From an optimization exercise on the open Yosys and OpenROAD flow, aimed at small area; shortcuts taken in it are not production practice. Only simulation tests tie the RTL to the original design; equivalence was not proved. No run shown here takes its clock network from TritonCTS; it comes from the design's own scripts or RTL. The flow treats the clock pin as an ideal source. Dropping or thinning the clock tree relies on that and would not hold on a real chip. No activity file was given, so power comes from the tool's default toggle rates.

==> flow/design.v <==
module Square_wave
(
 output wire [13:0]DA_Data,
 output wire DA_Clock,
 input wire Sys_Clock,
 input wire nReset
);
reg ja, jb, jc;
always @(posedge Sys_Clock or negedge nReset)
  if (!nReset) begin
    ja <= 1'b0; jb <= 1'b0; jc <= 1'b1;
  end else begin
    ja <= jc; jb <= ja; jc <= ~jb;
  end
assign DA_Clock = jc;
reg [5:0] n;
reg [4:0] h;
reg [5:0] p;
reg       ce;       
reg [6:0] lvb;      
wire pz  = ~(p[4] | p[2] | p[1] | p[0]);
wire fb  = p[5] ^ p[0] ^ (pz & (~p[3] | ce));
wire c6  = (p == 6'd22);           
wire b   = c6 & ~(|h);             
wire ovf = b & (&n);               
wire [5:0] nn = n + {5'd0, b};
wire ld  = b & (ce | (&n));        
wire bend = ce & n[5] & n[2] & n[0] & ~h[2] & ~h[1] & h[3] & h[0] & ~p[5] & p[2] & p[1];
always @(posedge Sys_Clock or negedge nReset)
  if (!nReset) begin
    n <= 6'd0; h <= 5'd1; p <= 6'd22; ce <= 1'b1; lvb <= 7'h7f;
  end else begin
    if (bend) begin
      n <= 6'd0; h <= 5'd31; p <= 6'd25;
    end else begin
      p <= {p[4:0], fb};
      h <= ld ? nn[5:1] : h - {4'd0, c6};
      n <= nn;
    end
    if (bend) ce <= 1'b0;
    else if (ovf) ce <= 1'b1;
    if (ce & b & n[0]) lvb <= lvb - 7'd1;
  end
wire off = ~ce | n[0];             
assign DA_Data = {6'd0, ~(lvb | {7{off}}), 1'b0};
endmodule
==> flow/flow/run.sh <==
#!/bin/bash
# ORFS's standard layout (standard.sh), with these changes to how it is made:
#  - synthesis maps the logic with an area-oriented ABC script (flow/abc_area.script)
#    and without Yosys's full-adder extraction; flip-flops are mapped as before;
#  - port buffers: sky130_fd_sc_hd__buf_1 on the outputs, buf_4 on the input;
#  - clock tree: a single clkbuf_16 drives all the registers (flow/cts_single.tcl);
#  - one tie cell for all the constant outputs.
# Each tool's output is in orfs/logs/ (ORFS's own per-step logs) and standard.log.
set -euo pipefail
W=$(pwd)
rm -rf "$W/scripts"
cp -r "$FLOW_HOME/scripts" "$W/scripts"
cp "$W/flow/abc_area.script" "$W/scripts/abc_speed.script"
cp "$W/flow/abc_area.script" "$W/scripts/abc_area.script"
python3 - "$W/scripts" "$W/flow/cts_single.tcl" <<'PY'
import sys
d, cts = sys.argv[1], sys.argv[2]
def patch(name, old, new):
    f = d + "/" + name
    s = open(f).read()
    assert old in s, (name, old)
    open(f, "w").write(s.replace(old, new))
patch("global_place.tcl", "buffer_ports {*}[env_var_or_empty BUFFER_PORTS_ARGS]",
      "buffer_ports -inputs -buffer_cell sky130_fd_sc_hd__buf_4\n    buffer_ports -outputs -buffer_cell sky130_fd_sc_hd__buf_1")
patch("cts.tcl", "log_cmd clock_tree_synthesis {*}$cts_args", "source " + cts)
PY
export SCRIPTS_DIR="$W/scripts"
export ADDER_MAP_FILE=
export SKIP_REPAIR_TIE_FANOUT=1
export FLOW_CLK_PORT=Sys_Clock
bash standard.sh > "$W/standard.log" 2>&1
==> flow/flow/abc_area.script <==
strash
balance -l
resub -K 6 -l
rewrite -l
resub -K 6 -N 2 -l
refactor -l
resub -K 8 -l
balance -l
resub -K 8 -N 2 -l
rewrite -l
resub -K 10 -l
rewrite -z -l
resub -K 10 -N 2 -l
balance -l
resub -K 12 -l
refactor -z -l
resub -K 12 -N 2 -l
rewrite -z -l
balance -l
balance -l
resub -K 6 -l
rewrite -l
resub -K 6 -N 2 -l
refactor -l
resub -K 8 -l
balance -l
resub -K 8 -N 2 -l
rewrite -l
resub -K 10 -l
rewrite -z -l
resub -K 10 -N 2 -l
balance -l
resub -K 12 -l
refactor -z -l
resub -K 12 -N 2 -l
rewrite -z -l
balance -l
&get -n
&dch -f
&nf -R 1000
&put
strash
&get -n
&dch -f
&nf -R 1000
&put
==> flow/flow/cts_single.tcl <==
# Clock tree for a small design: one clkbuf_16 at the centroid of the clock sinks drives
# every register's clock pin, so all registers get the same clock arrival.
set block [ord::get_db_block]
set clk_net [get_nets $::env(FLOW_CLK_PORT)]
set xs 0
set ys 0
set k 0
foreach pin [get_pins -of_objects $clk_net] {
  set inst [[sta::sta_to_db_pin $pin] getInst]
  set bb [$inst getBBox]
  set xs [expr {$xs + ([$bb xMin] + [$bb xMax]) / 2}]
  set ys [expr {$ys + ([$bb yMin] + [$bb yMax]) / 2}]
  incr k
}
set dbu [$block getDbUnitsPerMicron]
set x [expr {double($xs) / $k / $dbu}]
set y [expr {double($ys) / $k / $dbu}]
puts "clock sinks: $k, root buffer at ($x, $y)"
set newbuf [insert_buffer -buffer_cell sky130_fd_sc_hd__clkbuf_16 -net $::env(FLOW_CLK_PORT) \
  -location [list $x $y] -buffer_name clkbuf_0_root -net_name clknet_0_root]
puts "inserted $newbuf"
set root [sta::sta_to_db_inst $newbuf]
puts "root buffer [$root getName]"
foreach it [$root getITerms] {
  set net [$it getNet]
  if { $net != "NULL" } {
    puts "clock net [$net getName]"
    $net setSigType CLOCK
  }
}
set_propagated_clock [all_clocks]
==> flow/standard.sh <==
#!/bin/bash
# synth_recipe.tcl (not shown) runs the flow's synth.tcl, then flattens the netlist and writes it again
# the make line also repeats each setting of config.mk as NAME=value (left out here)
make -C /OpenROAD-flow-scripts/flow DESIGN_CONFIG=/design/flow/config.mk WORK_HOME=/design/flow/orfs CLKGATE_MAP_FILE= SYNTH_SCRIPT=/design/flow/synth_recipe.tcl "${@:-finish}"
==> flow/config.mk <==
export PLATFORM = sky130hd
export DESIGN_NAME = Square_wave
export DESIGN_NICKNAME = Square_wave
export VERILOG_FILES = /design/flow/design.v
export SDC_FILE = /design/flow/constraint.sdc
export NUM_CORES = 4
export LEC_CHECK = 0
export CAP_MARGIN = 20
export CORE_MARGIN = 2
export CORE_UTILIZATION = 40
export SLEW_MARGIN = 20
==> flow/constraint.sdc <==
create_clock -name core_clock -period 9.25 [get_ports {Sys_Clock}]
set_input_delay 1.8500 -clock core_clock [delete_from_list [all_inputs] [get_ports {Sys_Clock}]]
set_output_delay 1.8500 -clock core_clock [all_outputs]
set_load 0.01 [all_outputs]
==> summary.txt, run 1 <==
met2 usage in global routing 0.192; Post-Syn Nets between 100 and 150; first element of the critical path p[1]; number of standard cells in the layout, taps in and fillers out around 150; first-pass GRT wire length 3.24 mm; worst-skew pair later-pin latency roughly 0.16 ns; total routing usage reported by global routing 0.115; Post-Synthesis Cell Area around 1200 um^2; min setup slack post-route 5.60 ns; arrival time of data at the critical path endpoint 3.74 ns; number of input and output port buffers inserted 9; number of synthesis warnings 1; Sum Neg Setup Slack 0 ns; Max Cap Viol 0; sequential fraction of the synthesis area 0.590; Worst Path Max Fanout 5; design internal power 143 uW; die width 59.1 um; CP Capture Point lvb[6]; length in cells of the worst reg-to-reg path 11; Post-Syn Area per Cell 10.7 um^2; Reg-to-Reg Start p[1]; worst setup slack before clock tree synthesis 5.62 ns; post-CTS repair timing setup buffer count 0; type of the worst setup path register to register; end of the worst register-to-register path lvb[6]; share of final-layout standard cells stronger than drive strength 1 0.129; cell types with the largest area share after synthesis dfrtp_1 (31%), dfstp_2 (28%), buf_4 (4.3%); post-route clock period utilization 0.394; cell type with the highest aggregate area in the netlist dfrtp_1; number of hold buffers added after cts 0; setup repair after global routing missed its margin false; part of the power in the clock network 0.279; Static Leak 0.000544 uW; result of the run complete, no violations; part of the total power dissipated in combinational logic 0.021; hold violation total from the final report 0; post-detailed-route via-to-cell ratio 5.11; worst hold slack across all endpoints 0.367 ns; initial antenna violation count 0; via count of the first global-routing pass 723; maximum clock frequency approximately 0.27 GHz; core area 2980 um^2; standard-cell row count 20; top-area cell type share of the netlist area 0.309; Switching Fraction 0.184; post-route minimum period 3.65 ns; Worst Setup Start Kind register; post-route ant nets 0; most common library cell in the layout ignoring fill and taps dfrtp_1; busiest layer in global routing met2; GRT met3 Usage 0.00873; CTS clock-pin slew for the worst setup and hold paths 0.10 ns; violation count after the first detailed-routing iteration 24; signed area change from the synthesized netlist to the final layout 3.91%; Detailed Routing Iterations Pass 1 4; Final GP Congestion 0.815; effective utilization at floorplan 0.408; die outline area around 3500 um^2; Post-layout nets 120; Switch Pwr around 32 uW; final core area utilization 0.424; power density over cell area between 100 and 150 nW/um^2; gr ovfl total 0; sequential share of power 0.701; pin count of the biggest net entering global routing 29; post-synth cell types 27; post-cts sizing count 0; number of instances in the placed design 148; reg2reg setup slack 5.60 ns; routed wire length 1.93 mm; leading cell types in the layout, fill and taps excluded dfrtp_1 (15), nor2_1 (13), dfstp_2 (13), nand2_1 (10), buf_1 (8); number of flip-flops and latches in the synthesized netlist 28; number of instances in the synthesized netlist 114; count of final max-slew check failures 0; crit path capture type register; worst-case vdd ir drop 0.0690 mV; count of unresolved DRC violations after routing 0; setup-violating endpoint count in the final report 0; Die Ht between 50 and 60 um; class of the tightest hold or removal check register to register; worst endpoint required time slightly above 9 ns; overall via count from detail_route 762; hpwl dp 1.44 mm; global routing usage on met1 0.169; antenna diode count 0; Worst Skew 0.00306 ns; io pins 17; average wire per cell in the routed design 13.0 um
how the worst min path moves through the flow:
stage,cells past startpoint,endpoint,startpoint
floorplan,0,jb,ja
global placement,0,jb,ja
detailed placement,0,jb,ja
CTS,0,jb,ja
global route,0,jb,ja
finish,0,jb,ja
synth_stat cells:
master    number
or3_1          2
xnor2_1        6
a22o_1         2
conb_1         1
a21o_1         1
nor4_1         1
or2_0          2
nor3_1         5
o21ai_0        7
a41oi_1        1
xor2_1         4
nor2_1        13
nand4b_1       2
dfrtp_1       15
buf_4          7
and3_1         1
nand4_1        1
buf_1          1
and2_0         5
nand2b_1       4
a21oi_1        4
nor2b_1        2
or4_1          1
nand3_1        2
dfstp_2       13
nand2_1       10
clkinv_1       1
power groups by stage:
stage          Clock [uW]  Sequential (uW)  Combinational, uW
3_5_place_dp            0              125               3.88
5_1_grt              54.9              123               4.36
2_1_floorplan           0              125               3.43
4_1_cts              51.0              123               3.86
3_3_place_gp            0              125               3.85
6_report             48.8              123               3.66
metrics by stage:
stage | area [um^2] | total power, uW
floorplan | 1220 | 128
global placement | 1240 | 129
detailed placement | 1240 | 129
CTS | 1260 | 178
global route | 1260 | 182
finish | 1260 | 175
cell families after synthesis:
family | share of synthesized area
other | 0.00308
buffers and inverters | 0.0494
AOI/OAI and AO/OA | 0.0730
DFF | 0.590
and+or+nand+nor | 0.213
xor gates and xnor gates | 0.0720
flip-flops by register name (all words and copies together) (netlist names):
name  count
ce        1
h         5
ja        1
jb        1
jc        1
lvb       7
n         6
p         6
layout make-up, without the clock buffers:
| type | count | area, um^2 |
|---|---|---|
| Fill cell | 291 | 1710 |
| Sequential cell | 28 | 717 |
| Multi-Input combinational cell | 77 | 439 |
| Tap cell | 33 | 41.3 |
| Timing Repair Buffer | 9 | 37.5 |
| Inverter | 1 | 3.75 |
metal layers:
layer	vias to the layer above	wire length, um	part of all wire
met5	-	0	0
met4	0	16	0.0083
met3	2	60	0.031
met2	11	912	0.47
met1	373	943	0.49
li1	376	-	-
critical path, stage by stage (launching register included):
cell and delay [ns]:
dfstp_2 0.58, nand4b_1 0.09, or3_1 0.34, or2_0 0.28
or3_1 0.40, nor3_1 0.34, and2_0 0.32, nand2_1 0.10
or2_0 0.28, or4_1 0.48, nor3_1 0.20, xor2_1 0.17
==> inputs of run 2 (changes only) <==
--- a/flow/flow/run.sh
+++ b/flow/flow/run.sh
@@ -21,7 +21,7 @@
     assert old in s, (name, old)
     open(f, "w").write(s.replace(old, new))
 patch("global_place.tcl", "buffer_ports {*}[env_var_or_empty BUFFER_PORTS_ARGS]",
-      "buffer_ports -inputs -buffer_cell sky130_fd_sc_hd__buf_4\n    buffer_ports -outputs -buffer_cell sky130_fd_sc_hd__buf_1")
+      "buffer_ports -inputs -buffer_cell sky130_fd_sc_hd__buf_2\n    buffer_ports -outputs -buffer_cell sky130_fd_sc_hd__buf_1")
 patch("cts.tcl", "log_cmd clock_tree_synthesis {*}$cts_args", "source " + cts)
 PY
 export SCRIPTS_DIR="$W/scripts"
--- a/flow/config.mk
+++ b/flow/config.mk
@@ -5,7 +5,7 @@
 export SDC_FILE = /design/flow/constraint.sdc
 export NUM_CORES = 4
 export LEC_CHECK = 0
-export CAP_MARGIN = 20
+export CAP_MARGIN = 0
 export CORE_MARGIN = 2
 export CORE_UTILIZATION = 40
-export SLEW_MARGIN = 20
+export SLEW_MARGIN = 0
==> summary.txt, run 2 <==
result of the run complete, no violations; overall via count from detail_route 769; post-CTS repair timing setup buffer count 0; hold-critical path endpoint jb; Reg-to-Reg Start p[2]; number of instances on the worst hold path 0; number of synthesis warnings 1; total routing usage reported by global routing 0.125; length in cells of the worst reg-to-reg path 11; end of the worst register-to-register path lvb[6]; share of final-layout standard cells stronger than drive strength 1 0.129; standard-cell row count 20; Max Cap Viol 0; number of input and output port buffers inserted 9; setup repair after global routing missed its margin false; Detailed Routing Iterations Pass 1 4; pin count of the biggest net entering global routing 29; first-pass GRT wire length 3.51 mm; Final GP Congestion 0.819; gr ovfl total 0; flip-flop count of the largest register, all copies and words added 7; final-layout fill cell count between 200 and 300; worst-case vdd ir drop 0.0825 mV; count of unresolved DRC violations after routing 0; Die Ht between 50 and 60 um; Sum Neg Setup Slack 0 ns; antenna diode count 0; post-detailed-route via-to-cell ratio ~5.2; number of instances in the synthesized netlist 114; worst endpoint required time 9.34 ns; via count of the first global-routing pass 776; arrival time of data at the critical path endpoint 3.77 ns; post-route minimum period 3.68 ns; post-synth cell types 27; signed area change from the synthesized netlist to the final layout 3.70%; most frequent cell after synthesis dfrtp_1; number of standard cells in the layout, taps in and fillers out 149; Post-Syn Area per Cell 10.7 um^2; number of flip-flops and latches in the synthesized netlist 28; top-area cell type share of the netlist area 0.309; io pins 17; hold violation total from the final report 0; count of final max-slew check failures 0; cell type with the highest aggregate area in the netlist dfrtp_1; transition at the pin with the smallest max-transition slack 0.606 ns; number of hold buffers added after cts 0; Post-layout nets 120; number of flops mapped to enable cells by yosys 0; number of instances in the placed design 148; Largest regs lvb: 7 flops, n: 6 flops, p: 6 flops; core area 2980 um^2; post-cts sizing count 0; average wire per cell in the routed design 13.7 um; multi-input combinational cell area around 440 um^2; post-route clock period utilization 0.397; reg2reg setup slack around 5.6 ns; post-route ant nets 0; violation count after the first detailed-routing iteration 31; proportion of synthesized flip-flops having asynchronous set or reset 1.00; Static Leak 0.000543 uW; setup-violating endpoint count in the final report 0; die outline area 3500 um^2; Worst Path Max Fanout 5; Post-synth top cells dfrtp_1 (15), dfstp_2 (13), nor2_1 (13), nand2_1 (10); leading cell types in the layout, fill and taps excluded dfrtp_1 (15), nor2_1 (13), dfstp_2 (13), nand2_1 (10), buf_1 (8); effective utilization at floorplan 0.408; maximum clock frequency 0.272 GHz; crit path capture type register; worst hold slack across all endpoints 0.363 ns; sequential fraction of the synthesis area 0.590; Worst Hold Launch ja; most common library cell in the layout ignoring fill and taps dfrtp_1; flip-flop cell with the highest count after synthesis dfrtp_1; die width 59.1 um; CTS clock-pin slew for the worst setup and hold paths around 0.1 ns; routed wire length 2.04 mm; Worst Setup Start Kind register; hpwl dp 1.46 mm; register ranked first by flip-flop count lvb; worst-skew pair later-pin latency roughly 0.16 ns; cell types with the largest area share after synthesis dfrtp_1 (31%), dfstp_2 (28%), buf_4 (4.3%); initial antenna violation count 0; relative max-transition margin 0.596; type of the worst setup path register to register; power density over cell area 138 nW/um^2; Post-Synthesis Cell Area 1220 um^2; Worst Skew 0.00238 ns; class of the tightest hold or removal check register to register; register area 717 um^2; Post-Syn Nets roughly 120
run 2: cell counts after synthesis:
No cell type changed its count.
run 2: final cells by class, without the clock buffers:
cell class / instances / share of cell area
multi-input cells: 77 / 0.348
well taps: 33 / 0.0327
flip-flops and latches: 28 / 0.568
inverters: 1 / 0.00298
repair buffers: 9 / 0.0278
run 2: worst max-delay path by stage:
stage               startpoint  depth (start not counted)      to
finish                    p[2]                         11  lvb[6]
global route              p[2]                         11  lvb[6]
CTS                       p[2]                         11  lvb[6]
detailed placement        p[2]                         11  lvb[6]
global placement          p[2]                         11  lvb[6]
floorplan                 p[1]                         11  lvb[6]
run 2: critical path, stage by stage (launching register included):
cell and delay, ns:
dfstp_2 0.57, nand4b_1 0.10, or3_1 0.33, or2_0 0.28, or3_1 0.40, nor3_1 0.35
and2_0 0.34, nand2_1 0.10, or2_0 0.28, or4_1 0.49, nor3_1 0.20, xor2_1 0.17
run 2: stage by stage:
stage	setup slack [ns]	utilization	instance area (um^2)	total power, uW
4_1_cts	5.60	0.424	1260	178
3_3_place_gp	5.76	0.415	1240	129
3_5_place_dp	5.64	0.415	1240	129
6_report	5.57	0.424	1260	174
5_1_grt	5.22	0.424	1260	180
2_1_floorplan	5.98	-	1220	128
run 2: power breakdown:
group	total, uW	switching [uW]	leakage [uW]	internal, uW
clock	47.9	28.0	0.0000123	19.9
combinational	3.62	3.47	0.000215	0.151
sequential	123	0	0.000315	123
total	174	31.5	0.000543	143
run 2: logic make-up after synthesis:
family                 share of synthesized area
flip-flops                                 0.590
buffers and inverters                     0.0494
AO/OA/AOI/OAI                             0.0730
XOR/XNOR                                  0.0720
AND/OR/NAND/NOR                            0.213
other                                    0.00308
run 2: per-layer routing:
layer  routed length [um]  GRT usage
met1                 1050      0.185
met2                  922      0.213
met3                   58    0.00873
met4                   10    0.00649
met5                    0          0

## static timing again, ports no longer ideal
In the flow no input, the clock included, has a driving cell. The finished layouts below were timed again as built, in two steps. Step 1 assumes that a clkbuf_16 drives the clock port and a buf_2 every other input. Step 2 also shifts input and output timing later by t, the mid clock arrival at the registers, as if the neighbouring blocks saw the same clock. a / b / c = no drivers / after step 1 / after step 2; a / b = the first two.
run	t (ns)	setup WS [ns]	worst slew at a driven data input, ns
run 1	0.189	5.605 / 5.605 / 5.605	0.03
run 2	0.185	5.574 / 5.574 / 5.574	0.03
After both steps every run listed still meets setup and hold.
